This is an optimization exercise on Yosys and OpenROAD, whose aim is small area, a short achievable clock period and few clock cycles, not a production implementation.
Function was checked by simulation only, so behaviour that the tests miss may differ from the original.

==> flow/design.v, too long to show whole: its modules and the start of the top module <==
// module fp9_mul: 435 lines
// module fp9_add: 777 lines
// module fp9_add_ns: 725 lines
// module mv_mul: 91 lines
module mv_mul #(
    parameter SHAPE_M       = 2,
    parameter SHAPE_N       = 8,
    parameter ELEMENT_WIDTH = 9,
    parameter CTRL_C_WIDTH  = 16,
    parameter DEPTH_WARP    = 4
) (
    input  wire                              clk,
    input  wire                              rst_n,
    input  wire [SHAPE_M*SHAPE_N*ELEMENT_WIDTH-1:0]  a_i,
    input  wire [SHAPE_N*ELEMENT_WIDTH-1:0]  b_i,
    input  wire [2:0]                        rm_i,
    input  wire [7:0]                        ctrl_reg_idxw_i,
    input  wire [DEPTH_WARP-1:0]             ctrl_warpid_i,
    input  wire                              in_valid_i,
    output reg                               in_ready_o,
    output reg                               out_valid_o,
    input  wire                              out_ready_i,
    output reg  [SHAPE_M*ELEMENT_WIDTH-1:0]  result_o,
    output reg  [4:0]                        fflags_o
);
  // ...
==> flow/run.sh <==
#!/bin/bash
# synth_recipe.tcl (not shown) runs the flow's synth.tcl, then flattens the netlist and writes it again
# the make line also repeats each setting of config.mk as NAME=value (left out here)
make -C /OpenROAD-flow-scripts/flow DESIGN_CONFIG=/design/flow/config.mk WORK_HOME=/design/flow/orfs CLKGATE_MAP_FILE= SYNTH_SCRIPT=/design/flow/synth_recipe.tcl finish
==> flow/config.mk <==
export PLATFORM = sky130hd
export DESIGN_NAME = mv_mul
export DESIGN_NICKNAME = mv_mul
export VERILOG_FILES = /design/flow/design.v
export SDC_FILE = /design/flow/constraint.sdc
export NUM_CORES = 4
export LEC_CHECK = 0
export ABC_AREA = 1
export CAP_MARGIN = 20
export CORE_MARGIN = 2
export CORE_UTILIZATION = 40
export SETUP_SLACK_MARGIN = 2
export SLEW_MARGIN = 20
==> flow/constraint.sdc <==
create_clock -name core_clock -period 10.0 [get_ports {clk}]
set_input_delay 2.0000 -clock core_clock [delete_from_list [all_inputs] [get_ports {clk}]]
set_output_delay 2.0000 -clock core_clock [all_outputs]
set_load 0.01 [all_outputs]
==> impl_results.md, run 1 <==
* Inverter count at 228
* Adder-Cell Fraction of Synth Area at 0.102
* Nets at 1877
* Met3 wire len at 1.39 mm
* Top cell type's share of synthesized area at 0.151
* Number of synthesized register bits at 85
* Clock buffer count from CTS at 9
* Ys Warns at 1
* Fin area at 11900 um2
* Signal buffers at 251
* Hpwl dp at 25.0 mm
* Largest net degree at the start of global routing at 29
* Hold_buf cts at 0
* WHS Endpoint: s1[2]$_DFF_P_
* Sequential share of the synthesized area at 0.239
* CTS tree: done
* Final count of pins violating max slew at 0
* Crit path buf inv count at 10
* Sequential cell area share at 0.179
* Clock Sink Count at 85
* Area of the multi-input gates at 5770 um2
* Slew HR at 0.424
* H-Tree Depth at 3
* Routing usage on met1 at 0.292
* Hold wc startpoint: s0[2]$_SDFF_PP1_
* Setup ws final at 2.67 ns
* Maxcap violations at 0
* Status: no timing/DRC/antenna violations
* Achievable frequency at 136 MHz
* Met3 GRT Util at 0.0318
* Reg2Reg Depth at 38
* Yosys cell types at 65
* Clk buf depth at 2
* Mapped cell area at 8900 um2
* Final Hold Vio Count at 0
* Multi-Input Combinational at 1003
* Drt total wl at 29.8 mm
* CP peak stage delay at 0.39 ns
* Well Taps at 280
* Met1 Wirelength at 12.2 mm
* Post-synth EDFFs at 36
* Wire per inst at 16.0 um
Testbench counts, summed over its fixed seeds: cycles 22,536.
==> run 2: changes to the inputs <==
--- a/flow/config.mk
+++ b/flow/config.mk
@@ -9,5 +9,5 @@
 export CAP_MARGIN = 20
 export CORE_MARGIN = 2
 export CORE_UTILIZATION = 40
-export SETUP_SLACK_MARGIN = 2
+export SETUP_SLACK_MARGIN = 4
 export SLEW_MARGIN = 20
==> run 2 against run 1 <==
  * Register-to-register slack better by 0.99 ns
  * Cell count is 5.2% higher
  * Worst hold slack better by 0.0067 ns
  * Routed wire length is 7.0% higher
  * Via count is 3.9% higher
  * Die area stayed put
  * Maximum frequency is 16% higher
==> impl_results.md, run 2 <==
* Area of the multi-input gates at 6450 um2 (was 5770 um2)
* IO Count at 260 (unchanged)
* Initial Utilization at 0.408 (unchanged)
* Wire per inst at 16.3 um (was 16.0 um)
* Top cell type's share of synthesized area at 0.151 (unchanged)
* Latest clock arrival within the worst-skew pair at 0.34 ns (was 0.33 ns)
* Nets at 1973 (was 1877)
* H-Tree Depth at 3 (unchanged)
* CTS tree: done (unchanged)
* Layout cells sized above 1 at 0.201 (was 0.0714)
* List of most frequent post-synthesis cells: 359 x nand2_1, 199 x inv_1, 99 x nor2_1 (unchanged)
* Setup Skew at 0.00993 ns (was 0.00785 ns)
* Achievable frequency at 158 MHz (was 136 MHz)
* Hpwl dp at 25.0 mm (about the same)
* Rows at 54 (unchanged)
* DRC Markers at 0 (unchanged)
* GR Overflow Total at 0 (unchanged)
* Drt first pass iters at 5 (unchanged)
* Worst Max-Slew Pin Slew at 1.04 ns (was 0.857 ns)
* Syn avg cell area at 6.60 um2 (unchanged)
* Cells after Synth at 1348 (unchanged)
* Most frequent cells in the layout: 337 x nand2_1, 241 x clkdlybuf4s50_1, 183 x inv_1, 97 x buf_4, 83 x nor2_1 (was 359 x nand2_1, 241 x clkdlybuf4s50_1, 199 x inv_1, 99 x nor2_1, 80 x nand3_1)
* Setup repair after global routing missed its margin: yes (was no)
* Crit path max fanout at 7 (was 22)
* Status: no timing/DRC/antenna violations (unchanged)
* Total GRT Usage at 0.259 (was 0.249)
* Most common cell in the netlist: nand2_1 (unchanged)
* Mapped cell area at 8900 um2 (unchanged)
* ANT cells at 0 (unchanged)
* Reg2Reg Depth at 39 (was 38)
* Ys Warns at 1 (unchanged)
* Drt total wl at 31.9 mm (was 29.8 mm)
* Initial antenna violation count at 0 (unchanged)
* Vias in the first global route at 9760 (was 9440)
* Critical Path End Type: flip-flop (unchanged)
* Via count at 10070 (was 9696)
* CP required at 10.05 ns (was 10.02 ns)
* Tmin final at 6.34 ns (was 7.33 ns)
* Clock buffer count from CTS at 9 (unchanged)
* Clock Sink Count at 85 (unchanged)
* Core area at 21800 um2 (unchanged)
* Critical path arrival at 6.39 ns (was 7.35 ns)
* Placed Cells at 1841 (was 1847)
* Biggest register: result_o (unchanged)
* Vias per cell at 5.14 (was 5.20)
* Filler Cell Count at 2028 (was 2188)
* Root Driver: clkbuf_16 (unchanged)
* Maxcap violations at 0 (unchanged)
* Antenna viol nets, final at 0 (unchanged)
* Clk buf depth at 2 (unchanged)
* Post-synth ARST share at 0.153 (unchanged)
* Synth top area cells: nand2_1 15%, edfxtp_1 12%, inv_1 8.4% (unchanged)
* Area growth syn-to-layout at 50.0% (was 33.7%)
* Yosys cell types at 65 (unchanged)
* Fin cells at 1959 (was 1863)
* Number of synthesized register bits at 85 (unchanged)
* Slew HR at 0.305 (was 0.424)
* # port buffers at 241 (unchanged)
* Die Ht at 153 um (unchanged)
* Crit path launch type: flip-flop (unchanged)
* Fin crit share at 0.634 (was 0.733)
* Setup tns final at 0 ns (unchanged)
* CP peak stage delay at 0.42 ns (was 0.39 ns)
* Register Area at 2140 um2 (was 2130 um2)
* Reg clk slew, reported paths at 0.06 ns (about the same)
* Commonest non-fill, non-tap cell in the layout: nand2_1 (unchanged)
* Final Hold Vio Count at 0 (unchanged)
* Synth area leader: nand2_1 (unchanged)
* Slowest CP cell: dfrtp_1 (was fa_1)
* Sequential share of the synthesized area at 0.239 (unchanged)
* Hold Path Depth at 0 (unchanged)
* Worst hold path type: reg2reg (unchanged)
* RePlAce Congestion at 0.952 (was 0.897)
* Largest register FFs at 18 (unchanged)
* Critical path class: reg2reg (unchanged)
* Die Area at 23500 um2 (unchanged)
* Largest net degree at the start of global routing at 28 (was 29)
* Crit-path most repeated cell: inv_2 (was inv_1)
* First-pass GRT wire length at 49.2 mm (was 47.4 mm)
* Die X at 153 um (unchanged)
* Worst-case hold slack at 0.358 ns (was 0.351 ns)
* Hold_buf cts at 0 (unchanged)
* Final setup viols at 0 (unchanged)
* Post-synth EDFFs at 36 (unchanged)
* DR iter-0 viols at 482 (was 553)
* Post-synth top flop: edfxtp_1 (unchanged)
* Final count of pins violating max slew at 0 (unchanged)
[run 2: worst paths after layout]
path,start,endpoint,slack (ns)
setup / recovery,top$_DFF_PN0_,t0[7]$_DFFE_PN_,3.66
hold / removal,s0[0]$_SDFF_PP1_,s1[0]$_DFF_P_,0.36
setup reg to reg,top$_DFF_PN0_,t0[7]$_DFFE_PN_,3.66
hold reg to reg,s0[0]$_SDFF_PP1_,s1[0]$_DFF_P_,0.36
max in group asynchronous,rst_n,ph[0]$_DFF_PN0_,7.58
min in group asynchronous,rst_n,top$_DFF_PN0_,2.03
[run 2: area by class of cell]
class | count | share of cell area
inverters | 228 | 0.0653
multi-input cells | 1004 | 0.483
flip-flops and latches | 85 | 0.160
clock inverters | 4 | 0.00225
clock buffers | 12 | 0.0192
well taps | 280 | 0.0262
repair buffers | 346 | 0.244
[run 2: metrics by stage]
step | setup slack [ns] | utilization | area [um2]
2_1_floorplan | 3.89 | - | 9000
3_3_place_gp | 2.80 | 0.532 | 11600
3_5_place_dp | 2.72 | 0.532 | 11600
4_1_cts | 3.83 | 0.577 | 12600
5_1_grt | 3.36 | 0.612 | 13300
6_report | 3.66 | 0.612 | 13300
[run 2: routing by layer]
layer  GRT usage  up-vias  routed length, um
li1            -     5121                  -
met1       0.296     4575              12800
met2       0.486      296              16700
met3      0.0363       78               1340
met4      0.0948        0               1090
met5           0        -                  0
[run 2: kinds of logic (layout without fill, tap and decap cells)]
family                     Yosys count  in the layout  share of synthesized area
muxes                                3              3                    0.00337
other                                1              3                   0.000421
and+or+nand+nor                    653            654                      0.329
AOI/OAI and AO/OA                  258            258                      0.188
adders and majority gates           64             64                      0.102
xor gates and xnor gates            22             22                     0.0217
DFF                                 85             85                      0.239
buffers and inverters              262            590                      0.116
[run 2: timing repair]
item                                    in CTS  in global routing
endpoints found under the setup margin      52                 60
setup buffers                               54                 46
gates cloned                                 1                  1
resized for setup                           71                107
pin swaps                                   40                 63
[run 2: critical path: cells and delay by family (launching register included)]
| family | cells | cell delay, ns |
|---|---|---|
| adder cells (fa/ha/maj) | 7 | 1.82 |
| AO/OA/AOI/OAI | 7 | 0.96 |
| buffers and inverters | 10 | 0.65 |
| flip-flops | 1 | 0.42 |
| XOR/XNOR | 3 | 0.53 |
| AND/OR/NAND/NOR | 12 | 1.64 |
==> run 3: changes to the inputs <==
--- a/flow/config.mk
+++ b/flow/config.mk
@@ -8,6 +8,6 @@
 export ABC_AREA = 1
 export CAP_MARGIN = 20
 export CORE_MARGIN = 2
-export CORE_UTILIZATION = 40
-export SETUP_SLACK_MARGIN = 4
+export CORE_UTILIZATION = 65
+export SETUP_SLACK_MARGIN = 3
 export SLEW_MARGIN = 20
==> run 3 against run 2 <==
  * The run now fails in 5_1_grt
  * Synthesized cell count did not move
  * Area after synthesis did not move
==> impl_results.md, run 3 <==
* # port buffers at 241 (unchanged)
* Post-DP Area at 11400 um2 (was 11600 um2)
* Largest net degree at the start of global routing at 30
* Worst_ep grt: result_o[2]$_DFFE_PP_/D
* Clk buf depth at 2 (unchanged)
* Number of synthesized register bits at 85 (unchanged)
* GR Overflow Total at 16
* Worst endpoint type: register input
* Status: stopped before the end (was no timing/DRC/antenna violations)
* Die X at 121 um (was 153 um)
* List of most frequent post-synthesis cells: 359 x nand2_1, 199 x inv_1, 99 x nor2_1 (unchanged)
* Post-synth ARST share at 0.153 (unchanged)
* Clock Sink Count at 85 (unchanged)
* H-Tree Depth at 3 (unchanged)
* Die Ht at 121 um (was 153 um)
* Initial Utilization at 0.669 (was 0.408)
* Top cell type's share of synthesized area at 0.151 (unchanged)
* Run Error: [ERROR GRT-0232] Routing congestion too high. Check the congestion heatmap in the GUI.
* Synth top area cells: nand2_1 15%, edfxtp_1 12%, inv_1 8.4% (unchanged)
* RePlAce Congestion at 1.02 (was 0.952)
* Sequential share of the synthesized area at 0.239 (unchanged)
* Cells after Synth at 1348 (unchanged)
* Ys Warns at 1 (unchanged)
* Post-synth top flop: edfxtp_1 (unchanged)
* Hpwl dp at 25.2 mm (was 25.0 mm)
* Total GRT Usage at 0.701
* Post-synth EDFFs at 36 (unchanged)
* Rows at 42 (was 54)
* Yosys cell types at 65 (unchanged)
* Hold_buf cts at 0 (unchanged)
* Synth area leader: nand2_1 (unchanged)
* Root Driver: clkbuf_16 (unchanged)
* Syn avg cell area at 6.60 um2 (unchanged)
* Clock buffer count from CTS at 9 (unchanged)
* Mapped cell area at 8900 um2 (unchanged)
* Most common cell in the netlist: nand2_1 (unchanged)
* IO Count at 260 (unchanged)
* Stop stage: 5_1_grt
==> run 3: cell counts after synthesis <==
No cell type changed its count.
==> run 3: worst max path at each step <==
stage	start	end
3_3_place_gp	top$_DFF_PN0_	result_o[2]$_DFFE_PP_
2_1_floorplan	top$_DFF_PN0_	result_o[11]$_DFFE_PP_
4_1_cts	top$_DFF_PN0_	t0[7]$_DFFE_PN_
3_5_place_dp	top$_DFF_PN0_	result_o[14]$_DFFE_PP_
==> run 3: what timing repair did <==
| item | CTS |
|---|---|
| buffers inserted | 8 |
| pin swaps | 9 |
| resized for setup | 22 |
| endpoints found under the setup margin | 36 |
==> run 3: metal layers <==
metal  GRT overflow  track usage
met1              1        0.666
met2              8        0.922
met3              0        0.570
met4              7        0.626
met5              0        0.221
==> run 3: cells by family after synthesis <==
group | synth area share
compound gates | 0.188
fa+ha+maj | 0.102
mux | 0.00337
flops | 0.239
simple gates | 0.329
xor+xnor | 0.0217
other cells | 0.000421
buf+inv | 0.116
==> run 3: stage by stage <==
step	setup WS, ns	instances
detailed placement	1.35	1735
CTS	3.02	1759
global placement	1.83	1735
floorplan	3.33	1350
==> run 4: changes to the inputs <==
--- a/flow/config.mk
+++ b/flow/config.mk
@@ -8,6 +8,6 @@
 export ABC_AREA = 1
 export CAP_MARGIN = 20
 export CORE_MARGIN = 2
-export CORE_UTILIZATION = 65
+export CORE_UTILIZATION = 50
 export SETUP_SLACK_MARGIN = 3
 export SLEW_MARGIN = 20
==> run 4 against run 3 <==
  * The run now finishes clean
  * Synthesized cell count did not move
  * Area after synthesis did not move
==> impl_results.md, run 4 <==
* Number of synthesized register bits at 85 (unchanged)
* Post-synth top flop: edfxtp_1 (unchanged)
* Commonest non-fill, non-tap cell in the layout: nand2_1
* Reg clk slew, reported paths at 0.06 ns
* Final setup viols at 0
* Hpwl dp at 24.6 mm (was 25.2 mm)
* Setup tns final at 0 ns
* Placed Cells at 1784 (was 1735)
* Setup repair after global routing missed its margin: no
* Fin area at 12000 um2
* Synth area leader: nand2_1 (unchanged)
* Critical path class: reg2reg
* Critical Path End Type: flip-flop
* DR iter-0 viols at 628
* CP required at 10.08 ns
* Root Driver: clkbuf_16 (unchanged)
* Filler Cell Count at 1584
* Initial antenna violation count at 0
* Worst Max-Slew Pin Slew at 1.02 ns
* Crit path launch type: flip-flop
* RePlAce Congestion at 0.945 (was 1.02)
* Die X at 137 um (was 121 um)
* Cells after Synth at 1348 (unchanged)
* Drt first pass iters at 6
* CP top delay family: simple AND/OR/NAND/NOR gates
* Drt total wl at 29.8 mm
* Slew HR at 0.315
* Yosys cell types at 65 (unchanged)
* CTS tree: done
* Worst hold path type: reg2reg
* Layout cells sized above 1 at 0.0852
* Area growth syn-to-layout at 34.3%
* Clock buffer count from CTS at 9 (unchanged)
* Mapped cell area at 8900 um2 (unchanged)
* Rows at 48 (was 42)
* Sequential share of the synthesized area at 0.239 (unchanged)
* Crit-path most repeated cell: inv_2
* Final count of pins violating max slew at 0
* ANT cells at 0
* Via count at 9800
* First-pass GRT wire length at 46.3 mm
* Antenna viol nets, final at 0
* H-Tree Depth at 3 (unchanged)
* Post-DP Area at 11400 um2 (about the same)
* Total GRT Usage at 0.315
* Slowest CP cell: fa_2
* Core area at 17400 um2
* Synth top area cells: nand2_1 15%, edfxtp_1 12%, inv_1 8.4% (unchanged)
* Status: no timing/DRC/antenna violations (was stopped before the end)
* Clk buf depth at 2 (unchanged)
* Achievable frequency at 149 MHz
* GR Overflow Total at 0
* Nets at 1878
* Biggest register: result_o
* Latest clock arrival within the worst-skew pair at 0.33 ns
* Syn avg cell area at 6.60 um2 (unchanged)
* Vias in the first global route at 9337
* Die Area at 18900 um2
* Critical path arrival at 6.78 ns
* Tmin final at 6.71 ns
* Hold_buf cts at 0 (unchanged)
* Initial Utilization at 0.513 (was 0.669)
* Largest register FFs at 18
* Top cell type's share of synthesized area at 0.151 (unchanged)
* CP peak stage delay at 0.64 ns
* Setup Skew at 0.00714 ns
* # port buffers at 241 (unchanged)
* Clock Sink Count at 85 (unchanged)
* Most frequent cells in the layout: 357 x nand2_1, 241 x clkdlybuf4s50_1, 195 x inv_1, 94 x nor2_1, 80 x nand3_1
* Crit path max fanout at 13
* Ys Warns at 1 (unchanged)
* Crit path buf inv count at 11
* Fin crit share at 0.671
* Most common cell in the netlist: nand2_1 (unchanged)
* Post-synth EDFFs at 36 (unchanged)
* List of most frequent post-synthesis cells: 359 x nand2_1, 199 x inv_1, 99 x nor2_1 (unchanged)
* IO Count at 260 (unchanged)
* Wire per inst at 16.5 um
* Final Hold Vio Count at 0
* Die Ht at 137 um (was 121 um)
* Vias per cell at 5.42
* DRC Markers at 0
* Post-synth ARST share at 0.153 (unchanged)
* Fin cells at 1809
* Layout Utilization at 0.689
* Maxcap violations at 0
* Largest net degree at the start of global routing at 30
==> run 4: routing by layer <==
| metal | GRT usage | vias up | share of wire |
|---|---|---|---|
| li1 | - | 4910 | - |
| met4 | 0.138 | 0 | 0.043 |
| met3 | 0.0397 | 81 | 0.051 |
| met5 | 0 | - | 0 |
| met1 | 0.364 | 4436 | 0.39 |
| met2 | 0.579 | 373 | 0.51 |
==> run 4: kinds of logic (layout without fill, tap and decap cells) <==
logic type | after synthesis | count (layout) | share of synthesized area
AND/OR/NAND/NOR | 653 | 653 | 0.329
buffers and inverters | 262 | 496 | 0.116
AO/OA/AOI/OAI | 258 | 258 | 0.188
flip-flops | 85 | 85 | 0.239
adder cells (fa/ha/maj) | 64 | 64 | 0.102
XOR/XNOR | 22 | 22 | 0.0217
multiplexers | 3 | 3 | 0.00337
other | 1 | 3 | 0.000421
==> run 4: path summary, 6_finish.rpt <==
path                       cells after the start        startpoint  slack (ns)                   end
max in group asynchronous                      1             rst_n        7.52         top$_DFF_PN0_
min reg2reg                                    0  s0[2]$_SDFF_PP1_        0.36         s1[2]$_DFF_P_
min in group asynchronous                      1             rst_n        2.04  in_ready_o$_DFF_PN0_
max reg2reg                                   40     top$_DFF_PN0_        3.29       t1[2]$_DFFE_PN_
max                                           40     top$_DFF_PN0_        3.29       t1[2]$_DFFE_PN_
min                                            0  s0[2]$_SDFF_PP1_        0.36         s1[2]$_DFF_P_
==> run 4: what timing repair did <==
item                                    4_1_cts  5_1_grt
setup buffers                                 3        6
pin swaps                                     2        9
gates resized for setup                       9       29
endpoints found under the setup margin       36       41
==> run 4: through the flow <==
| step | worst slack [ns] | hold slack [ns] |
|---|---|---|
| after global routing | 2.93 | 0.369 |
| after floorplan | 3.33 | 0.326 |
| after global placement | 1.72 | 0.345 |
| final | 3.29 | 0.357 |
| after detailed placement | 1.54 | 0.343 |
| after CTS | 3.01 | 0.361 |
==> run 4: layout make-up <==
| class | count | area [um2] | area share |
|---|---|---|---|
| multi-input cells | 1003 | 5870 | 0.491 |
| repair buffers | 252 | 2500 | 0.209 |
| flip-flops and latches | 85 | 2130 | 0.178 |
| inverters | 228 | 861 | 0.0720 |
| well taps | 225 | 282 | 0.0236 |
| clock buffers | 13 | 262 | 0.0219 |
| clock inverters | 3 | 43.8 | 0.00366 |
==> run 5: changes to the inputs <==
--- a/flow/config.mk
+++ b/flow/config.mk
@@ -8,6 +8,6 @@
 export ABC_AREA = 1
 export CAP_MARGIN = 20
 export CORE_MARGIN = 2
-export CORE_UTILIZATION = 50
+export CORE_UTILIZATION = 40
 export SETUP_SLACK_MARGIN = 3
 export SLEW_MARGIN = 20
==> run 5 against run 4 <==
  * Via count fell by 0.21%
  * Sequential share of layout area decreased by 0.28 points
  * Clock-buffer cell count down 3
  * Critical path type is now in2reg
==> impl_results.md, run 5 <==
* DR iter-0 viols at 590 (was 628)
* Achievable frequency at 151 MHz (was 149 MHz)
* Layout Utilization at 0.556 (was 0.689)
* Crit path max fanout at 7 (was 13)
* Die X at 153 um (was 137 um)
* CP top delay family: simple AND/OR/NAND/NOR gates (unchanged)
* Initial antenna violation count at 0 (unchanged)
* Core area at 21800 um2 (was 17400 um2)
* Ys Warns at 1 (unchanged)
* Fin cells at 1878 (was 1809)
* Worst Max-Slew Pin Slew at 0.866 ns (was 1.02 ns)
* Final setup viols at 0 (unchanged)
* Slew HR at 0.418 (was 0.315)
* Crit-path cells: clkdlybuf4s50_1 > a22o_1 > nor4_1 > inv_1 > nor2_1 > nand3_1 > inv_1 > nand2_1 > o21ai_0 > ha_1 > fa_1 > inv_1 > fa_1 > inv_1 > fa_1 > fa_1 > inv_1 > a21oi_1 > nor3_1 > nand2_1 > inv_1 > o21ai_0 > o21bai_1
* Most common cell in the netlist: nand2_1 (unchanged)
* Setup ws final at 3.37 ns (was 3.29 ns)
* Clk buf depth at 2 (unchanged)
* GR Overflow Total at 0 (unchanged)
* Root Driver: clkbuf_16 (unchanged)
* Largest register FFs at 18 (unchanged)
* Antenna viol nets, final at 0 (unchanged)
* Critical path class: in2reg (was reg2reg)
* Final count of pins violating max slew at 0 (unchanged)
* Most frequent cells in the layout: 355 x nand2_1, 241 x clkdlybuf4s50_1, 195 x inv_1, 94 x nor2_1, 80 x nand3_1 (was 357 x nand2_1, 241 x clkdlybuf4s50_1, 195 x inv_1, 94 x nor2_1, 80 x nand3_1)
* Nets at 1892 (was 1878)
* Latest clock arrival within the worst-skew pair at 0.33 ns (about the same)
* Biggest register: result_o (unchanged)
* Maxcap violations at 0 (unchanged)
* Fin crit share at 0.663 (was 0.671)
* Commonest non-fill, non-tap cell in the layout: nand2_1 (unchanged)
* Wire per inst at 16.1 um (was 16.5 um)
* Post-DP Area at 11600 um2 (was 11400 um2)
* Post-synth ARST share at 0.153 (unchanged)
* Synth top area cells: nand2_1 15%, edfxtp_1 12%, inv_1 8.4% (unchanged)
* # port buffers at 241 (unchanged)
* Cells after Synth at 1348 (unchanged)
* Place WS at 1.98 ns (was 1.54 ns)
* Setup tns final at 0 ns (unchanged)
* Placed Cells at 1847 (was 1784)
* Reg clk slew, reported paths at 0.06 ns (about the same)
* Worst hold path type: reg2reg (unchanged)
* Critical path arrival at 6.89 ns (was 6.78 ns)
* Setup Skew at 0.00741 ns (was 0.00714 ns)
* Vias in the first global route at 9479 (was 9337)
* Largest net degree at the start of global routing at 29 (was 30)
* Rows at 54 (was 48)
* Number of synthesized register bits at 85 (unchanged)
* Layout cells sized above 1 at 0.0957 (was 0.0852)
* Fin area at 12100 um2 (was 12000 um2)
* List of most frequent post-synthesis cells: 359 x nand2_1, 199 x inv_1, 99 x nor2_1 (unchanged)
* Initial Utilization at 0.408 (was 0.513)
* Filler Cell Count at 2170 (was 1584)
* Crit path launch type: primary input (was flip-flop)
* Clock Sink Count at 85 (unchanged)
* Vias per cell at 5.21 (was 5.42)
* Crit path buf inv count at 7 (was 11)
* Drt first pass iters at 5 (was 6)
* Final Hold Vio Count at 0 (unchanged)
* Area growth syn-to-layout at 36.3% (was 34.3%)
* Post-synth EDFFs at 36 (unchanged)
* Total GRT Usage at 0.250 (was 0.315)
* Top cell type's share of synthesized area at 0.151 (unchanged)
* Die Ht at 153 um (was 137 um)
* Die Area at 23500 um2 (was 18900 um2)
* Synth area leader: nand2_1 (unchanged)
* Hpwl dp at 25.0 mm (was 24.6 mm)
* Setup repair after global routing missed its margin: no (unchanged)
* First-pass GRT wire length at 47.5 mm (was 46.3 mm)
* Status: no timing/DRC/antenna violations (unchanged)
* Slowest CP cell: nor4_1 (was fa_2)
* Via count at 9779 (was 9800)
* CTS tree: done (unchanged)
* Sequential share of the synthesized area at 0.239 (unchanged)
* CP required at 10.26 ns (was 10.08 ns)
* Critical Path End Type: flip-flop (unchanged)
* Post-synth top flop: edfxtp_1 (unchanged)
* Drt total wl at 30.2 mm (was 29.8 mm)
* ANT cells at 0 (unchanged)
* CP peak stage delay at 0.54 ns (was 0.64 ns)
* H-Tree Depth at 3 (unchanged)
* Worst-case hold slack at 0.351 ns (was 0.357 ns)
* IO Count at 260 (unchanged)
* Mapped cell area at 8900 um2 (unchanged)
* Crit-path most repeated cell: inv_1 (was inv_2)
* Clock buffer count from CTS at 9 (unchanged)
* Tmin final at 6.63 ns (was 6.71 ns)
* Syn avg cell area at 6.60 um2 (unchanged)
* Hold_buf cts at 0 (unchanged)
* RePlAce Congestion at 0.897 (was 0.945)
* DRC Markers at 0 (unchanged)
* Yosys cell types at 65 (unchanged)
[run 5: logic make-up after synthesis]
kind of cell / synth area share
other: 0.000421
AO/OA/AOI/OAI: 0.188
AND/OR/NAND/NOR: 0.329
XOR/XNOR: 0.0217
adder cells (fa/ha/maj): 0.102
buffers and inverters: 0.116
multiplexers: 0.00337
flip-flops: 0.239
[run 5: layout make-up]
| cell class | count | area (um2) | area share |
|---|---|---|---|
| well taps | 280 | 350 | 0.0289 |
| multi-input cells | 1003 | 5860 | 0.483 |
| clock buffers | 10 | 239 | 0.0197 |
| repair buffers | 266 | 2630 | 0.217 |
| inverters | 228 | 858 | 0.0708 |
| clock inverters | 6 | 62.6 | 0.00516 |
| flip-flops and latches | 85 | 2130 | 0.176 |
[run 5: final timing paths]
kind | from | to | slack [ns] | depth (start not counted)
worst max-delay path | a_i[103] | pa[2]$_SDFF_PP1_ | 3.37 | 23
worst min-delay path | s0[2]$_SDFF_PP1_ | s1[2]$_DFF_P_ | 0.35 | 0
worst max register to register | top$_DFF_PN0_ | result_o[7]$_DFFE_PP_ | 3.40 | 40
worst min register to register | s0[2]$_SDFF_PP1_ | s1[2]$_DFF_P_ | 0.35 | 0
max in group asynchronous | rst_n | top$_DFF_PN0_ | 7.55 | 1
min in group asynchronous | rst_n | ph[1]$_DFF_PN0_ | 2.04 | 1
[run 5: repair_timing]
action / 4_1_cts / 5_1_grt
cloned: 0 / 1
pin swaps: 3 / 8
setup endpoints to repair: 36 / 36
hold endpoints to repair: 0 / 0
setup buffers: 2 / 12
resized for setup: 12 / 28
[run 5: metal layers]
layer | GRT usage | wire length (um) | vias to the layer above | share of wire
li1 | - | - | 4957 | -
met1 | 0.291 | 12300 | 4463 | 0.41
met2 | 0.463 | 15500 | 309 | 0.51
met3 | 0.0318 | 1370 | 50 | 0.045
met4 | 0.0939 | 948 | 0 | 0.031
met5 | 0 | 0 | - | 0
==> run 6: changes to the inputs <==
==> flow/flow/run.sh (new file) <==
#!/bin/bash
# The standard layout (the standard.sh: standard synthesis, floorplan, power
# grid, placement, CTS, routing), with one change: the buffers that placement
# puts on every input and output port are the plain sky130 buf_1 instead of the
# tool's default pick (a clkdlybuf4s50 delay cell).
set -euo pipefail
bash standard.sh 'BUFFER_PORTS_ARGS=-buffer_cell sky130_fd_sc_hd__buf_1' finish > standard_flow.log 2>&1
==> flow/standard.sh (new file) <==
#!/bin/bash
# synth_recipe.tcl (not shown) runs the flow's synth.tcl, then flattens the netlist and writes it again
# the make line also repeats each setting of config.mk as NAME=value (left out here)
make -C /OpenROAD-flow-scripts/flow DESIGN_CONFIG=/design/flow/config.mk WORK_HOME=/design/flow/orfs CLKGATE_MAP_FILE= SYNTH_SCRIPT=/design/flow/synth_recipe.tcl "${@:-finish}"
removed: flow/run.sh
==> run 6 against run 5 <==
  * Routed wire length down 6.3%
  * Core utilization down 7.2 points
  * Clock-buffer cell count down 1
  * Critical endpoint is now t0[1]$_DFFE_PN_
  * Non-clock buffer count down 5
  * Register-to-register slack about the same
  * First-iteration DRC count down 2.4%
==> impl_results.md, run 6 <==
* Status: no timing/DRC/antenna violations (unchanged)
* Clk buf depth at 2 (unchanged)
* Vias in the first global route at 9165 (was 9479)
* Tmin final at 6.61 ns (was 6.63 ns)
* Mapped cell area at 8900 um2 (unchanged)
* Post-synth EDFFs at 36 (unchanged)
* Initial antenna violation count at 0 (unchanged)
* CP top delay family: simple AND/OR/NAND/NOR gates (unchanged)
* Slowest CP cell: fa_2 (was nor4_1)
* Setup Skew at 0.00556 ns (was 0.00741 ns)
* DRC Markers at 0 (unchanged)
* Die Ht at 153 um (unchanged)
* Core area at 21800 um2 (unchanged)
* Crit path buf inv count at 10 (was 7)
* Rows at 54 (unchanged)
* Nets at 1887 (was 1892)
* CTS tree: done (unchanged)
* Via count at 9701 (was 9779)
* Antenna viol nets, final at 0 (unchanged)
* Initial Utilization at 0.408 (unchanged)
* Placed Cells at 1845 (was 1847)
* Worst-case hold slack at 0.354 ns (was 0.351 ns)
* Critical Path End Type: flip-flop (unchanged)
* Cells after Synth at 1348 (unchanged)
* Latest clock arrival within the worst-skew pair at 0.33 ns (about the same)
* Hpwl dp at 23.5 mm (was 25.0 mm)
* Commonest non-fill, non-tap cell in the layout: nand2_1 (unchanged)
* Setup repair after global routing missed its margin: no (unchanged)
* Crit path launch type: flip-flop (was primary input)
* Layout cells sized above 1 at 0.0904 (was 0.0957)
* DR iter-0 viols at 576 (was 590)
* Crit path max fanout at 13 (was 7)
* Maxcap violations at 0 (unchanged)
* Die X at 153 um (unchanged)
* Critical path class: reg2reg (was in2reg)
* Sequential share of the synthesized area at 0.239 (unchanged)
* Die Area at 23500 um2 (unchanged)
* List of most frequent post-synthesis cells: 359 x nand2_1, 199 x inv_1, 99 x nor2_1 (unchanged)
* Worst hold path type: reg2reg (unchanged)
* Slew HR at 0.363 (was 0.418)
* GR Overflow Total at 0 (unchanged)
* Crit-path most repeated cell: inv_1 (unchanged)
* Drt first pass iters at 5 (unchanged)
* Synth area leader: nand2_1 (unchanged)
* Drt total wl at 28.3 mm (was 30.2 mm)
* Fin cells at 1873 (was 1878)
* Largest register FFs at 18 (unchanged)
* Reg clk slew, reported paths at 0.07 ns (was 0.06 ns)
* Critical path arrival at 6.66 ns (was 6.89 ns)
* Clock buffer count from CTS at 9 (unchanged)
* Post-synth top flop: edfxtp_1 (unchanged)
* Post-synth ARST share at 0.153 (unchanged)
* RePlAce Congestion at 0.910 (was 0.897)
* Biggest register: result_o (unchanged)
* Most frequent cells in the layout: 358 x nand2_1, 241 x buf_1, 196 x inv_1, 94 x nor2_1, 80 x nand3_1 (was 355 x nand2_1, 241 x clkdlybuf4s50_1, 195 x inv_1, 94 x nor2_1, 80 x nand3_1)
* Final Hold Vio Count at 0 (unchanged)
* Yosys cell types at 65 (unchanged)
* Vias per cell at 5.18 (was 5.21)
* Worst Max-Slew Pin Slew at 0.947 ns (was 0.866 ns)
* Final count of pins violating max slew at 0 (unchanged)
* CP required at 10.05 ns (was 10.26 ns)
* Final setup viols at 0 (unchanged)
* Root Driver: clkbuf_16 (unchanged)
* First-pass GRT wire length at 44.2 mm (was 47.5 mm)
* Achievable frequency at 151 MHz (about the same)
* ANT cells at 0 (unchanged)
* Synth top area cells: nand2_1 15%, edfxtp_1 12%, inv_1 8.4% (unchanged)
* Number of synthesized register bits at 85 (unchanged)
* Most common cell in the netlist: nand2_1 (unchanged)
* Syn avg cell area at 6.60 um2 (unchanged)
* IO Count at 260 (unchanged)
* # port buffers at 241 (unchanged)
* CP peak stage delay at 0.60 ns (was 0.54 ns)
* H-Tree Depth at 3 (unchanged)
* Largest net degree at the start of global routing at 29 (unchanged)
* Total GRT Usage at 0.230 (was 0.250)
* Fin crit share at 0.661 (was 0.663)
* Hold_buf cts at 0 (unchanged)
* Wire per inst at 15.1 um (was 16.1 um)
* Area growth syn-to-layout at 18.7% (was 36.3%)
* Clock Sink Count at 85 (unchanged)
* Setup tns final at 0 ns (unchanged)
* Ys Warns at 1 (unchanged)
* Top cell type's share of synthesized area at 0.151 (unchanged)
* Layout Utilization at 0.484 (was 0.556)
[run 6: cell counts after synthesis]
Identical to the previous run, type by type.
[run 6: repair_timing]
item,CTS,global route
buffers inserted,5,7
pin swaps,2,7
endpoints found under the setup margin,36,36
endpoints found under the hold margin,0,0
resized for setup,7,27
[run 6: metrics by stage]
step / cell area, um2 / setup slack, ns
after detailed placement: 10000 / 1.59
final: 10600 / 3.39
after global placement: 10000 / 1.69
after CTS: 10400 / 3.03
after floorplan: 8910 / 3.33
after global routing: 10600 / 2.99
[run 6: path summary, 6_finish.rpt]
kind                                   from                      end  cells after the start  slack [ns]
min                        s0[8]$_SDFF_PN1_            s1[8]$_DFF_P_                      0        0.35
max                           top$_DFF_PN0_          t0[1]$_DFFE_PN_                     36        3.39
max in group asynchronous             rst_n            top$_DFF_PN0_                      1        7.74
min reg2reg                s0[8]$_SDFF_PN1_            s1[8]$_DFF_P_                      0        0.35
max reg2reg                   top$_DFF_PN0_          t0[1]$_DFFE_PN_                     36        3.39
min in group asynchronous             rst_n  out_valid_o$_DFFE_PN0P_                      1        1.71
[run 6: area by class of cell]
type                            count  area [um2]
Fill cell                        2322       11300
Timing Repair Buffer              261        1060
Clock inverter                      7        91.3
Tap cell                          280         350
Clock buffer                        9         225
Sequential cell                    85        2130
Multi-Input combinational cell   1003        5840
Inverter                          228         861
[run 6: routing by layer]
layer	vias up	GRT usage	routed length, um
met2	275	0.436	14700
met3	47	0.0139	925
li1	4958	-	-
met4	0	0.0935	1030
met5	-	0	0
met1	4421	0.267	11600
[run 6: cell families after synthesis]
family                     synth area share
AOI/OAI and AO/OA                     0.188
xor gates and xnor gates             0.0217
adders and majority gates             0.102
buffers and inverters                 0.116
DFF                                   0.239
muxes                               0.00337
other                              0.000421
and+or+nand+nor                       0.329
==> run 7: changes to the inputs <==
==> flow/flow/run.sh (replaced) <==
#!/bin/bash
# The standard layout (the standard.sh: floorplan, power grid, placement,
# CTS, routing) with two changes:
# - synthesis is the standard one (synth_recipe.tcl, same registers and names)
#   except for the combinational mapping: no full-adder extraction, no
#   Kogge-Stone adder map, and ABC's default liberty-mapping script
#   (flow/my_synth.tcl);
# - the buffers that placement puts on every input and output port are the
#   plain sky130 buf_1 instead of the default clkdlybuf4s50 delay cell.
set -euo pipefail
W=$PWD
FLOW_SYNTH_TCL=$W/synth_recipe.tcl bash standard.sh \
  SYNTH_SCRIPT=$W/flow/my_synth.tcl ADDER_MAP_FILE= SYNTH_OPERATIONS_ARGS=-nofsm \
  'BUFFER_PORTS_ARGS=-buffer_cell sky130_fd_sc_hd__buf_1' finish > standard_flow.log 2>&1
==> flow/flow/my_synth.tcl (new file) <==
# Synthesis script for flow/run.sh: synth_recipe.tcl (the standard synthesis,
# named by FLOW_SYNTH_TCL) with the technology mapping done by ABC's own
# default script for a liberty library.
proc abc {args} {
  set i [lsearch -exact $args -script]
  if {$i >= 0} { set args [lreplace $args $i [expr {$i + 1}]] }
  yosys abc {*}$args
}
source $::env(FLOW_SYNTH_TCL)
==> run 7 against run 6 <==
  * Area after synthesis shrank 7.9%
  * First-iteration DRC count grew 52%
  * Clock skew up 0.0047 ns
  * Routed wire length up 1.3%
  * Maximum frequency shrank 0.52%
  * Synthesized cell count decreased by 21%
  * Sequential share of layout area grew 1.3 points
  * Register-to-register slack better by 0.10 ns
  * Cell count shrank 16%
  * Die area decreased by 7.7%
  * Highest routed layer unchanged
==> impl_results.md, run 7 <==
* Nets at 1527 (was 1887)
* Wire per inst at 18.3 um (was 15.1 um)
* Clock buffer count from CTS at 9 (unchanged)
* Reg clk slew, reported paths at 0.07 ns (about the same)
* IO Count at 260 (unchanged)
* Drt total wl at 28.6 mm (was 28.3 mm)
* Synth top area cells: edfxtp_1 13%, dfxtp_1 8.8%, nand2_1 6.5% (was nand2_1 15%, edfxtp_1 12%, inv_1 8.4%)
* Worst hold path type: reg2reg (unchanged)
* Setup Skew at 0.0103 ns (was 0.00556 ns)
* ANT cells at 0 (unchanged)
* Clock Sink Count at 85 (unchanged)
* Critical path class: in2reg (was reg2reg)
* CP required at 10.25 ns (was 10.05 ns)
* Hpwl dp at 22.9 mm (was 23.5 mm)
* Area growth syn-to-layout at 20.6% (was 18.7%)
* Critical Path End Type: flip-flop (unchanged)
* RePlAce Congestion at 0.924 (was 0.910)
* Die Area at 21700 um2 (was 23500 um2)
* Setup repair after global routing missed its margin: no (unchanged)
* Tmin final at 6.65 ns (was 6.61 ns)
* CTS tree: done (unchanged)
* Crit-path cells: buf_1 > a222oi_1 > nand3_1 > or4_1 > nor2_1 > and2_1 > nor2_1 > xor2_1 > a21oi_1 > maj3_1 > maj3_1 > xnor2_1 > xnor2_1 > o21ai_0 > o21a_1 > nor3_2 > nand2_1 > o21ai_0
* CP top delay family: simple AND/OR/NAND/NOR gates (unchanged)
* Fin crit share at 0.665 (was 0.661)
* Largest net degree at the start of global routing at 32 (was 29)
* Post-synth top flop: edfxtp_1 (unchanged)
* Mapped cell area at 8200 um2 (was 8900 um2)
* Setup ws final at 3.35 ns (was 3.39 ns)
* Initial antenna violation count at 0 (unchanged)
* Critical path arrival at 6.89 ns (was 6.66 ns)
* Final setup viols at 0 (unchanged)
* Final count of pins violating max slew at 0 (unchanged)
* Via count at 9252 (was 9701)
* Die X at 147 um (was 153 um)
* Maxcap violations at 0 (unchanged)
* Antenna viol nets, final at 0 (unchanged)
* Achievable frequency at 150 MHz (was 151 MHz)
* Status: no timing/DRC/antenna violations (unchanged)
* Post-synth ARST share at 0.153 (unchanged)
* Setup tns final at 0 ns (unchanged)
* Cells after Synth at 1059 (was 1348)
* # port buffers at 241 (unchanged)
* Vias per cell at 5.90 (was 5.18)
* Post-synth EDFFs at 36 (unchanged)
* Crit path launch type: primary input (was flip-flop)
* Placed Cells at 1542 (was 1845)
* Die Ht at 147 um (was 153 um)
* Largest register FFs at 18 (unchanged)
* GR Overflow Total at 0 (unchanged)
* Biggest register: result_o (unchanged)
* Place WS at 2.69 ns (was 1.59 ns)
* Slowest CP cell: or4_1 (was fa_2)
* Drt first pass iters at 9 (was 5)
* DR iter-0 viols at 878 (was 576)
* CP peak stage delay at 0.56 ns (was 0.60 ns)
* Slew HR at 0.414 (was 0.363)
* Fin cells at 1567 (was 1873)
* Initial Utilization at 0.407 (was 0.408)
* Crit path buf inv count at 1 (was 10)
* Total GRT Usage at 0.253 (was 0.230)
* Worst Max-Slew Pin Slew at 0.879 ns (was 0.947 ns)
* Vias in the first global route at 8497 (was 9165)
* Clk buf depth at 2 (unchanged)
* First-pass GRT wire length at 44.1 mm (was 44.2 mm)
* List of most frequent post-synthesis cells: 141 x nand2_1, 108 x nor2_1, 68 x o21ai_0 (was 359 x nand2_1, 199 x inv_1, 99 x nor2_1)
* Most frequent cells in the layout: 241 x buf_1, 141 x nand2_1, 107 x nor2_1, 68 x o21ai_0 (was 358 x nand2_1, 241 x buf_1, 196 x inv_1, 94 x nor2_1, 80 x nand3_1)
* Core area at 20200 um2 (was 21800 um2)
* Rows at 52 (was 54)
* Final Hold Vio Count at 0 (unchanged)
* Crit path max fanout at 8 (was 13)
* Syn avg cell area at 7.74 um2 (was 6.60 um2)
* Hold_buf cts at 0 (unchanged)
* Worst-case hold slack at 0.351 ns (was 0.354 ns)
* Sequential share of the synthesized area at 0.260 (was 0.239)
* H-Tree Depth at 3 (unchanged)
* Ys Warns at 1 (unchanged)
* Yosys cell types at 96 (was 65)
* Commonest non-fill, non-tap cell in the layout: buf_1 (was nand2_1)
* Synth area leader: edfxtp_1 (was nand2_1)
* Layout cells sized above 1 at 0.0910 (was 0.0904)
* Top cell type's share of synthesized area at 0.132 (was 0.151)
* Root Driver: clkbuf_16 (unchanged)
* Number of synthesized register bits at 85 (unchanged)
* Latest clock arrival within the worst-skew pair at 0.35 ns (was 0.33 ns)
* Most common cell in the netlist: nand2_1 (unchanged)
* DRC Markers at 0 (unchanged)
[run 7: timing repair]
item,CTS,global route
setup buffers,0,9
setup endpoints to repair,8,50
pin swaps,0,4
resized for setup,1,28
[run 7: cell type report]
cell class / count / area [um2]
clock buffer: 9 / 225
clock inverter: 7 / 83.8
fill: 2060 / 10300
inverter: 33 / 124
multi-input combinational: 903 / 5940
sequential: 85 / 2130
tap: 270 / 338
timing repair buffer: 260 / 1050
[run 7: cell families (layout without fill, tap and decap cells)]
family | count (synthesis) | count (layout) | share of synthesized area
fa+ha+maj | 9 | 9 | 0.0111
compound gates | 335 | 335 | 0.298
xor+xnor | 71 | 71 | 0.0803
simple gates | 446 | 446 | 0.262
other cells | 1 | 3 | 0.000457
buf+inv | 73 | 309 | 0.0362
mux | 39 | 39 | 0.0523
flops | 85 | 85 | 0.260
[run 7: worst register-to-register path: stages, from the launching register on]
cell and delay (ns):
dfrtp_1 0.34, buf_6 0.26, mux2_2 0.44, maj3_1 0.38
a221oi_1 0.29, o311ai_1 0.15, o2bb2ai_1 0.15, buf_4 0.22
nand2b_1 0.29, nor4_2 0.32, nor2b_1 0.21, nor3_2 0.10
xnor3_1 0.44, a32oi_1 0.35, maj3_1 0.30, o21ai_1 0.16
xnor2_2 0.33, nand2_1 0.15, nor2_1 0.30, a21boi_1 0.18
nor4_2 0.29, buf_4 0.17, inv_2 0.05, nand2_1 0.17
o21ai_1 0.19
[run 7: metal layers]
metal,vias up,part of all wire,global-route usage
met5,-,0,0
met4,0,0.032,0.0909
met3,45,0.067,0.0366
met2,412,0.46,0.405
met1,4304,0.44,0.349
li1,4491,-,-
[run 7: stage by stage]
step,utilization,cell area (um2)
global route,0.490,9890
global placement,0.464,9350
finish,0.490,9890
detailed placement,0.464,9360
CTS,0.479,9670
floorplan,-,8210
[run 7: final timing paths]
path	startpoint	to	slack (ns)	cells past startpoint
setup / recovery	a_i[23]	pa[2]$_SDFF_PP1_	3.35	18
hold / removal	s0[3]$_SDFF_PP0_	s1[3]$_DFF_P_	0.35	0
setup reg to reg	top$_DFF_PN0_	t0[5]$_DFFE_PN_	3.49	24
hold reg to reg	s0[3]$_SDFF_PP0_	s1[3]$_DFF_P_	0.35	0
max in group asynchronous	rst_n	ph[1]$_DFF_PN0_	7.85	1
min in group asynchronous	rst_n	out_valid_o$_DFFE_PN0P_	1.68	1
==> run 8: changes to the inputs <==
--- a/flow/flow/run.sh
+++ b/flow/flow/run.sh
@@ -3,7 +3,7 @@
 # CTS, routing) with two changes:
 # - synthesis is the standard one (synth_recipe.tcl, same registers and names)
 #   except for the combinational mapping: no full-adder extraction, no
-#   Kogge-Stone adder map, and ABC's default liberty-mapping script
+#   Kogge-Stone adder map, and ABC script flow/map.abc (logic rewriting, then area-oriented mapping with upsizing)
 #   (flow/my_synth.tcl);
 # - the buffers that placement puts on every input and output port are the
 #   plain sky130 buf_1 instead of the default clkdlybuf4s50 delay cell.
==> flow/flow/map.abc (new file) <==
strash
dc2
balance
rewrite
refactor
balance
rewrite
rewrite -z
balance
refactor -z
rewrite -z
balance
dc2
balance
rewrite
refactor
balance
rewrite
rewrite -z
balance
refactor -z
rewrite -z
balance
dch -f
map -a {D}
topo
buffer
upsize {D}
dnsize {D}
==> flow/flow/my_synth.tcl (replaced) <==
# Synthesis script for flow/run.sh: synth_recipe.tcl (the standard synthesis,
# named by FLOW_SYNTH_TCL) with the technology mapping done by flow/map.abc
# instead of ORFS's abc_area/abc_speed script. Registers are untouched: ABC
# only maps the combinational logic.
set map_script [file join [file dirname [file normalize [info script]]] map.abc]
proc abc {args} {
  set i [lsearch -exact $args -script]
  if {$i >= 0} { set args [lreplace $args $i [expr {$i + 1}]] }
  yosys abc -script $::map_script {*}$args
}
source $::env(FLOW_SYNTH_TCL)
--- a/flow/config.mk
+++ b/flow/config.mk
@@ -9,5 +9,5 @@
 export CAP_MARGIN = 20
 export CORE_MARGIN = 2
 export CORE_UTILIZATION = 40
-export SETUP_SLACK_MARGIN = 3
+export SETUP_SLACK_MARGIN = 4.5
 export SLEW_MARGIN = 20
==> run 8 against run 7 <==
  * First-iteration DRC count up 19%
  * Cell area up 28%
  * Clock skew down 0.0022 ns
  * Largest cell class unchanged
  * Area after synthesis down 0.43%
  * Register-to-register slack better by 0.25 ns
  * Core utilization up 14 points
  * Still clean on timing, DRC and antenna
  * Non-clock buffer count up 182
  * Cell count up 29%
  * Die area down 0.41%
==> impl_results.md, run 8 <==
* Most common cell in the netlist: nand2_1 (unchanged)
* Crit path launch type: flip-flop (was primary input)
* Routing usage on met1 at 0.306 (was 0.349)
* Initial antenna violation count at 1 (was 0)
* Largest net degree at the start of global routing at 28 (was 32)
* Yosys cell types at 60 (was 96)
* Setup Skew at 0.00808 ns (was 0.0103 ns)
* Setup repair after global routing missed its margin: yes (was no)
* Vias per cell at 5.59 (was 5.90)
* Biggest register: result_o (unchanged)
* Antenna viol nets, final at 0 (unchanged)
* Filler Cell Count at 1743 (was 2060)
* Clock buffer count from CTS at 9 (unchanged)
* Tmin final at 6.26 ns (was 6.65 ns)
* IO Count at 260 (unchanged)
* List of most frequent post-synthesis cells: 261 x nand2_1, 222 x nor2_1, 207 x inv_1 (was 141 x nand2_1, 108 x nor2_1, 68 x o21ai_0)
* Placed Cells at 1809 (was 1542)
* Critical path class: reg2reg (was in2reg)
* Commonest non-fill, non-tap cell in the layout: buf_1 (unchanged)
* Post-synth ARST share at 0.153 (unchanged)
* Crit path max fanout at 4 (was 8)
* Die Area at 21600 um2 (was 21700 um2)
* Latest clock arrival within the worst-skew pair at 0.34 ns (was 0.35 ns)
* Initial Utilization at 0.406 (was 0.407)
* GRT met2 Usage at 0.510 (was 0.405)
* Post-DP Area at 9350 um2 (was 9360 um2)
* Final setup viols at 0 (unchanged)
* Nets at 1980 (was 1527)
* Wire per inst at 17.6 um (was 18.3 um)
* CP peak stage delay at 0.46 ns (was 0.56 ns)
* Drt total wl at 35.5 mm (was 28.6 mm)
* Maxcap violations at 0 (unchanged)
* Die X at 147 um (about the same)
* Layout cells sized above 1 at 0.283 (was 0.0910)
* Final count of pins violating max slew at 0 (unchanged)
* Top cell type's share of synthesized area at 0.132 (about the same)
* RePlAce Congestion at 0.970 (was 0.924)
* Hpwl dp at 22.5 mm (was 22.9 mm)
* Worst-case hold slack at 0.348 ns (was 0.351 ns)
* Critical Path End Type: flip-flop (unchanged)
* Sequential share of the synthesized area at 0.261 (was 0.260)
* Synth top area cells: edfxtp_1 13%, nand2_1 12%, nor2_1 10% (was edfxtp_1 13%, dfxtp_1 8.8%, nand2_1 6.5%)
* Drt first pass iters at 7 (was 9)
* Cells after Synth at 1320 (was 1059)
* Syn avg cell area at 6.18 um2 (was 7.74 um2)
* Core area at 20100 um2 (was 20200 um2)
* GR Overflow Total at 0 (unchanged)
* Mapped cell area at 8160 um2 (was 8200 um2)
* Number of synthesized register bits at 85 (unchanged)
* Post-synth top flop: edfxtp_1 (unchanged)
* Die Ht at 147 um (about the same)
* Via count at 11303 (was 9252)
* Achievable frequency at 160 MHz (was 150 MHz)
* Synth area leader: edfxtp_1 (unchanged)
* Reg clk slew, reported paths at 0.06 ns (was 0.07 ns)
* Fin area at 12600 um2 (was 9890 um2)
* Root Driver: clkbuf_16 (unchanged)
* Met3 GRT Util at 0.0283 (was 0.0366)
* Area growth syn-to-layout at 54.7% (was 20.6%)
* Total GRT Usage at 0.283 (was 0.253)
* Clk buf depth at 2 (unchanged)
* Critical path arrival at 6.51 ns (was 6.89 ns)
* CP required at 10.25 ns (about the same)
* Worst Max-Slew Pin Slew at 1.14 ns (was 0.879 ns)
* Post-synth EDFFs at 36 (unchanged)
* Slowest CP cell: dfxtp_1 (was or4_1)
* CTS tree: done (unchanged)
* Fin crit share at 0.626 (was 0.665)
* Slew HR at 0.229 (was 0.414)
* Rows at 52 (unchanged)
* Fin cells at 2021 (was 1567)
* Area of the multi-input gates at 6360 um2 (was 5940 um2)
* Status: no timing/DRC/antenna violations (unchanged)
* # port buffers at 241 (unchanged)
* Most frequent cells in the layout: 241 x buf_1, 224 x nand2_1, 169 x inv_1, 165 x nor2_1, 163 x buf_4 (was 241 x buf_1, 141 x nand2_1, 107 x nor2_1, 68 x o21ai_0)
* Setup tns final at 0 ns (unchanged)
* DRC Markers at 0 (unchanged)
* GR peak layer: met2 (unchanged)
* First-pass GRT wire length at 49.3 mm (was 44.1 mm)
* Ys Warns at 1 (unchanged)
* Largest register FFs at 18 (unchanged)
* DR iter-0 viols at 1043 (was 878)
* Worst hold path type: reg2reg (unchanged)
* Vias in the first global route at 10234 (was 8497)
* H-Tree Depth at 3 (unchanged)
* Final Hold Vio Count at 0 (unchanged)
* Register Area at 2150 um2 (was 2130 um2)
* Clock Sink Count at 85 (unchanged)
==> run 8: changes by cell type after synthesis, sizes merged, moves of 12 or more <==
cell    before  now
and2        27    2
mux2i       29    0
nand2b      23    0
nor2       109  233
a21oi       53   65
and3        18    5
a22oi       27   92
nand2      141  264
a222oi      47    0
o21ai       79   92
inv         33  214
xnor2       44   16
==> run 8: what timing repair did <==
action | 4_1_cts | 5_1_grt
endpoints found under the setup margin | 61 | 61
setup buffers | 141 | 51
pin swaps | 64 | 104
resized for setup | 202 | 208
hold buffers | 0 | 0
endpoints found under the hold margin | 0 | 0
gates cloned | 2 | 1
==> run 8: final cells by class <==
cell class                      count  area share
Multi-Input combinational cell    989       0.504
Timing Repair Buffer              442       0.207
Sequential cell                    85       0.170
Inverter                          218      0.0660
Tap cell                          270      0.0267
Clock buffer                        9      0.0178
Clock inverter                      7     0.00773
Antenna cell                        1    0.000198
==> run 8: cells by family (layout without fill, tap and decap cells) <==
kind of cell / after synthesis / count (layout) / share of synthesized area
AOI/OAI and AO/OA: 337 / 337 / 0.267
and+or+nand+nor: 600 / 600 / 0.303
muxes: 1 / 1 / 0.00138
buffers and inverters: 248 / 676 / 0.116
other: 1 / 4 / 0.000459
adders and majority gates: 4 / 4 / 0.00490
DFF: 85 / 85 / 0.261
xor gates and xnor gates: 44 / 44 / 0.0472
==> run 8: per-stage QoR <==
stage | util | worst slack, ns
after floorplan | - | 4.50
after global placement | 0.465 | 2.67
after detailed placement | 0.465 | 2.67
after CTS | 0.569 | 4.13
after global routing | 0.628 | 3.51
final | 0.628 | 3.74
==> run 8: final timing paths <==
check                                 startpoint          endpoint  cells past startpoint
worst min-delay path            s0[6]$_SDFF_PP1_     s1[6]$_DFF_P_                      0
worst max register to register  pa[5]$_SDFF_PP1_  s0[7]$_SDFF_PP1_                     51
max in group asynchronous                  rst_n     top$_DFF_PN0_                      1
worst min register to register  s0[6]$_SDFF_PP1_     s1[6]$_DFF_P_                      0
worst max-delay path            pa[5]$_SDFF_PP1_  s0[7]$_SDFF_PP1_                     51
min in group asynchronous                  rst_n   ph[1]$_DFF_PN0_                      1
==> run 8: worst max-delay path, delay by kind of cell (launching register included) <==
kind	cells	cell delay, ns
flip-flops	1	0.46
AO/OA/AOI/OAI	9	1.05
buffers and inverters	17	1.79
AND/OR/NAND/NOR	25	2.90
==> run 8: per-layer routing <==
metal,part of all wire,vias to the layer above
li1,-,5311
met1,0.36,5159
met2,0.50,650
met3,0.062,183
met4,0.077,0
met5,0,-
==> run 9: changes to the inputs <==
--- a/flow/config.mk
+++ b/flow/config.mk
@@ -9,5 +9,5 @@
 export CAP_MARGIN = 20
 export CORE_MARGIN = 2
 export CORE_UTILIZATION = 40
-export SETUP_SLACK_MARGIN = 4.5
+export SETUP_SLACK_MARGIN = 4
 export SLEW_MARGIN = 20
==> run 9 against run 8 <==
  * Register-to-register slack better by 0.37 ns
  * Worst hold slack better by 0.0035 ns
  * Die area is the same
  * Cell count decreased by 5.4%
  * Worst setup slack gained 0.37 ns
  * Core utilization shrank 7.3 points
  * Maximum frequency is 6.3% higher
  * First-iteration DRC count decreased by 42%
==> impl_results.md, run 9 <==
* Core area at 20100 um2 (unchanged)
* Post-DP Area at 9330 um2 (was 9350 um2)
* Vias per cell at 5.25 (was 5.59)
* Status: no timing/DRC/antenna violations (unchanged)
* Total GRT Usage at 0.244 (was 0.283)
* Filler Cell Count at 1931 (was 1743)
* WHS Endpoint: s1[2]$_DFF_P_ (was s1[6]$_DFF_P_)
* Antenna viol nets, final at 0 (unchanged)
* Hold wc startpoint: s0[2]$_SDFF_PP1_ (was s0[6]$_SDFF_PP1_)
* Clk buf depth at 2 (unchanged)
* Hold Path Depth at 0 (unchanged)
* Nets at 1870 (was 1980)
* Post-synth ARST share at 0.153 (unchanged)
* Via count at 10033 (was 11303)
* Critical path class: reg2reg (unchanged)
* Final Hold Vio Count at 0 (unchanged)
* DR iter-0 viols at 605 (was 1043)
* Setup tns final at 0 ns (unchanged)
* Reg clk slew, reported paths at 0.06 ns (about the same)
* CTS tree: done (unchanged)
* Rows at 52 (unchanged)
* Yosys cell types at 60 (unchanged)
* Final setup viols at 0 (unchanged)
* Tmin final at 5.89 ns (was 6.26 ns)
* Final count of pins violating max slew at 0 (unchanged)
* Setup repair after global routing missed its margin: yes (unchanged)
* Worst Max-Slew Pin Slew at 0.784 ns (was 1.14 ns)
* Worst hold path type: reg2reg (unchanged)
* Number of synthesized register bits at 85 (unchanged)
* Die X at 147 um (unchanged)
* Slowest CP cell: dfxtp_4 (was dfxtp_1)
* CP required at 10.26 ns (was 10.25 ns)
* Achievable frequency at 170 MHz (was 160 MHz)
* Initial Utilization at 0.406 (unchanged)
* GR Overflow Total at 0 (unchanged)
* Drt first pass iters at 5 (was 7)
* Top cell type's share of synthesized area at 0.132 (unchanged)
* Crit path launch type: flip-flop (unchanged)
* H-Tree Depth at 3 (unchanged)
* Slew HR at 0.472 (was 0.229)
* Reg2Reg Launch Point: pa[4]$_SDFF_PP1_ (was pa[5]$_SDFF_PP1_)
* Synth top area cells: edfxtp_1 13%, nand2_1 12%, nor2_1 10% (unchanged)
* DRC Markers at 0 (unchanged)
* Vias in the first global route at 8939 (was 10234)
* # port buffers at 241 (unchanged)
* Critical Path End Type: flip-flop (unchanged)
* Ys Warns at 1 (unchanged)
* Latest clock arrival within the worst-skew pair at 0.34 ns (about the same)
* Critical path arrival at 6.14 ns (was 6.51 ns)
* Layout cells sized above 1 at 0.182 (was 0.283)
* Post-synth top flop: edfxtp_1 (unchanged)
* Root Driver: clkbuf_16 (unchanged)
* Clock Sink Count at 85 (unchanged)
* Commonest non-fill, non-tap cell in the layout: nand2_1 (was buf_1)
* CP peak stage delay at 0.36 ns (was 0.46 ns)
* Mapped cell area at 8160 um2 (unchanged)
* Largest register FFs at 18 (unchanged)
* IO Count at 260 (unchanged)
* Area growth syn-to-layout at 36.8% (was 54.7%)
* Maxcap violations at 0 (unchanged)
* Die Ht at 147 um (unchanged)
* Clock buffer count from CTS at 9 (unchanged)
* RePlAce Congestion at 0.931 (was 0.970)
* Crit path max fanout at 8 (was 4)
* Largest net degree at the start of global routing at 28 (unchanged)
* Most common cell in the netlist: nand2_1 (unchanged)
* Syn avg cell area at 6.18 um2 (unchanged)
* R2r endpoint: s0[7]$_SDFF_PP1_ (unchanged)
* Hpwl dp at 21.7 mm (was 22.5 mm)
* Die Area at 21600 um2 (unchanged)
* Drt total wl at 28.7 mm (was 35.5 mm)
* Reg2Reg Depth at 51 (unchanged)
* Biggest register: result_o (unchanged)
* List of most frequent post-synthesis cells: 261 x nand2_1, 222 x nor2_1, 207 x inv_1 (unchanged)
* Most frequent cells in the layout: 242 x nand2_1, 241 x buf_1, 182 x nor2_1, 182 x inv_1, 90 x a22oi_1 (was 241 x buf_1, 224 x nand2_1, 169 x inv_1, 165 x nor2_1, 163 x buf_4)
* Setup Skew at 0.00752 ns (was 0.00808 ns)
* First-pass GRT wire length at 42.8 mm (was 49.3 mm)
* Sequential share of the synthesized area at 0.261 (unchanged)
* Fin crit share at 0.589 (was 0.626)
* Initial antenna violation count at 2 (was 1)
* Wire per inst at 15.0 um (was 17.6 um)
* Fin area at 11200 um2 (was 12600 um2)
* Post-synth EDFFs at 36 (unchanged)
* Cells after Synth at 1320 (unchanged)
* Synth area leader: edfxtp_1 (unchanged)
==> run 9: cell counts after synthesis <==
No cell type changed its count.
==> run 9: repair_timing <==
item | 4_1_cts | 5_1_grt
pin swaps | 28 | 78
setup endpoints to repair | 51 | 60
setup buffers | 30 | 54
cloned | 0 | 2
resized for setup | 94 | 162
hold buffers | 0 | 0
==> run 9: per-stage QoR <==
stage                     hold slack, ns  cells  worst slack [ns]  utilization
after global placement             0.339   1808              2.62        0.464
after floorplan                    0.327   1322              4.39            -
final                              0.351   1912              4.11        0.556
after detailed placement           0.341   1808              2.54        0.464
after CTS                          0.353   1854              4.00        0.506
after global routing               0.364   1912              3.75        0.556
==> run 9: metal layers <==
layer  track usage  up-vias  wire length, um
li1              -     5084                -
met1         0.288     4479            11600
met2         0.443      389            14600
met3        0.0286       81             1250
met4         0.112        0             1270
met5             0        -                0
==> run 9: how the worst max path moves through the flow <==
| stage | depth (start not counted) | end | startpoint |
|---|---|---|---|
| finish | 51 | s0[7]$_SDFF_PP1_ | pa[4]$_SDFF_PP1_ |
| global route | 48 | s0[7]$_SDFF_PP1_ | pb[7]$_SDFF_PP1_ |
| CTS | 46 | result_o[16]$_DFFE_PP_ | top$_DFF_PN0_ |
| detailed placement | 40 | t0[2]$_DFFE_PN_ | top$_DFF_PN0_ |
| global placement | 40 | t0[2]$_DFFE_PN_ | top$_DFF_PN0_ |
| floorplan | 43 | result_o[16]$_DFFE_PP_ | top$_DFF_PN0_ |
==> run 9: critical path: cells and delay by family (launching register included) <==
| family | cells | cell delay [ns] |
|---|---|---|
| buffers and inverters | 9 | 0.68 |
| AND/OR/NAND/NOR | 29 | 3.21 |
| AO/OA/AOI/OAI | 13 | 1.54 |
| flip-flops | 1 | 0.36 |
==> run 9: cells by family after synthesis <==
| logic type | share of synthesized area |
|---|---|
| buffers and inverters | 0.116 |
| other | 0.000459 |
| AND/OR/NAND/NOR | 0.303 |
| AO/OA/AOI/OAI | 0.267 |
| XOR/XNOR | 0.0472 |
| adder cells (fa/ha/maj) | 0.00490 |
| flip-flops | 0.261 |
| multiplexers | 0.00138 |
==> run 9: final cells by class <==
type                    count  area [um2]  share of cell area
multi-input cells         989        5850               0.524
inverters                 218         830              0.0743
clock buffers              10         250              0.0224
repair buffers            332        1650               0.148
well taps                 270         338              0.0302
diodes                      2        5.00            0.000448
clock inverters             6        93.8             0.00840
flip-flops and latches     85        2150               0.192

## separate check: timing with driven ports
How much do the figures lean on ideal ports? The routed layouts below were timed once more, with nothing changed but the port constraints.
Step 1 sets driving cells, clkbuf_16 on the clock port and buf_2 on the other inputs (assumed; they add their load-dependent delay and slew).
Step 2 times the ports against the registers' clock, not the clock port: input delays grow and output delays shrink by t, the midpoint of the rising clock arrivals with the driver on.
Slacks: no drivers / after step 1 / after step 2; pairs: no drivers / after step 1.
run | t, ns | setup slack, ns | worst slew at a driven data input, ns
run 1 | 0.363 | 2.668 / 2.668 / 2.668 | 0.06
run 2 | 0.376 | 3.663 / 3.663 / 3.663 | 0.07
run 4 | 0.366 | 3.293 / 3.293 / 3.098 | 0.07
run 5 | 0.361 | 3.373 / 3.385 / 3.024 | 0.07
run 6 | 0.362 | 3.389 / 3.389 / 3.321 | 0.06
run 7 | 0.393 | 3.355 / 3.379 / 2.986 | 0.07
run 8 | 0.367 | 3.742 / 3.742 / 3.742 | 0.09
run 9 | 0.376 | 4.114 / 4.114 / 4.019 | 0.09
After both steps every run listed still meets setup and hold. For run 7, which loses most, drivers alone change the setup slack by +0.024 ns; drivers and shift together by -0.369 ns.
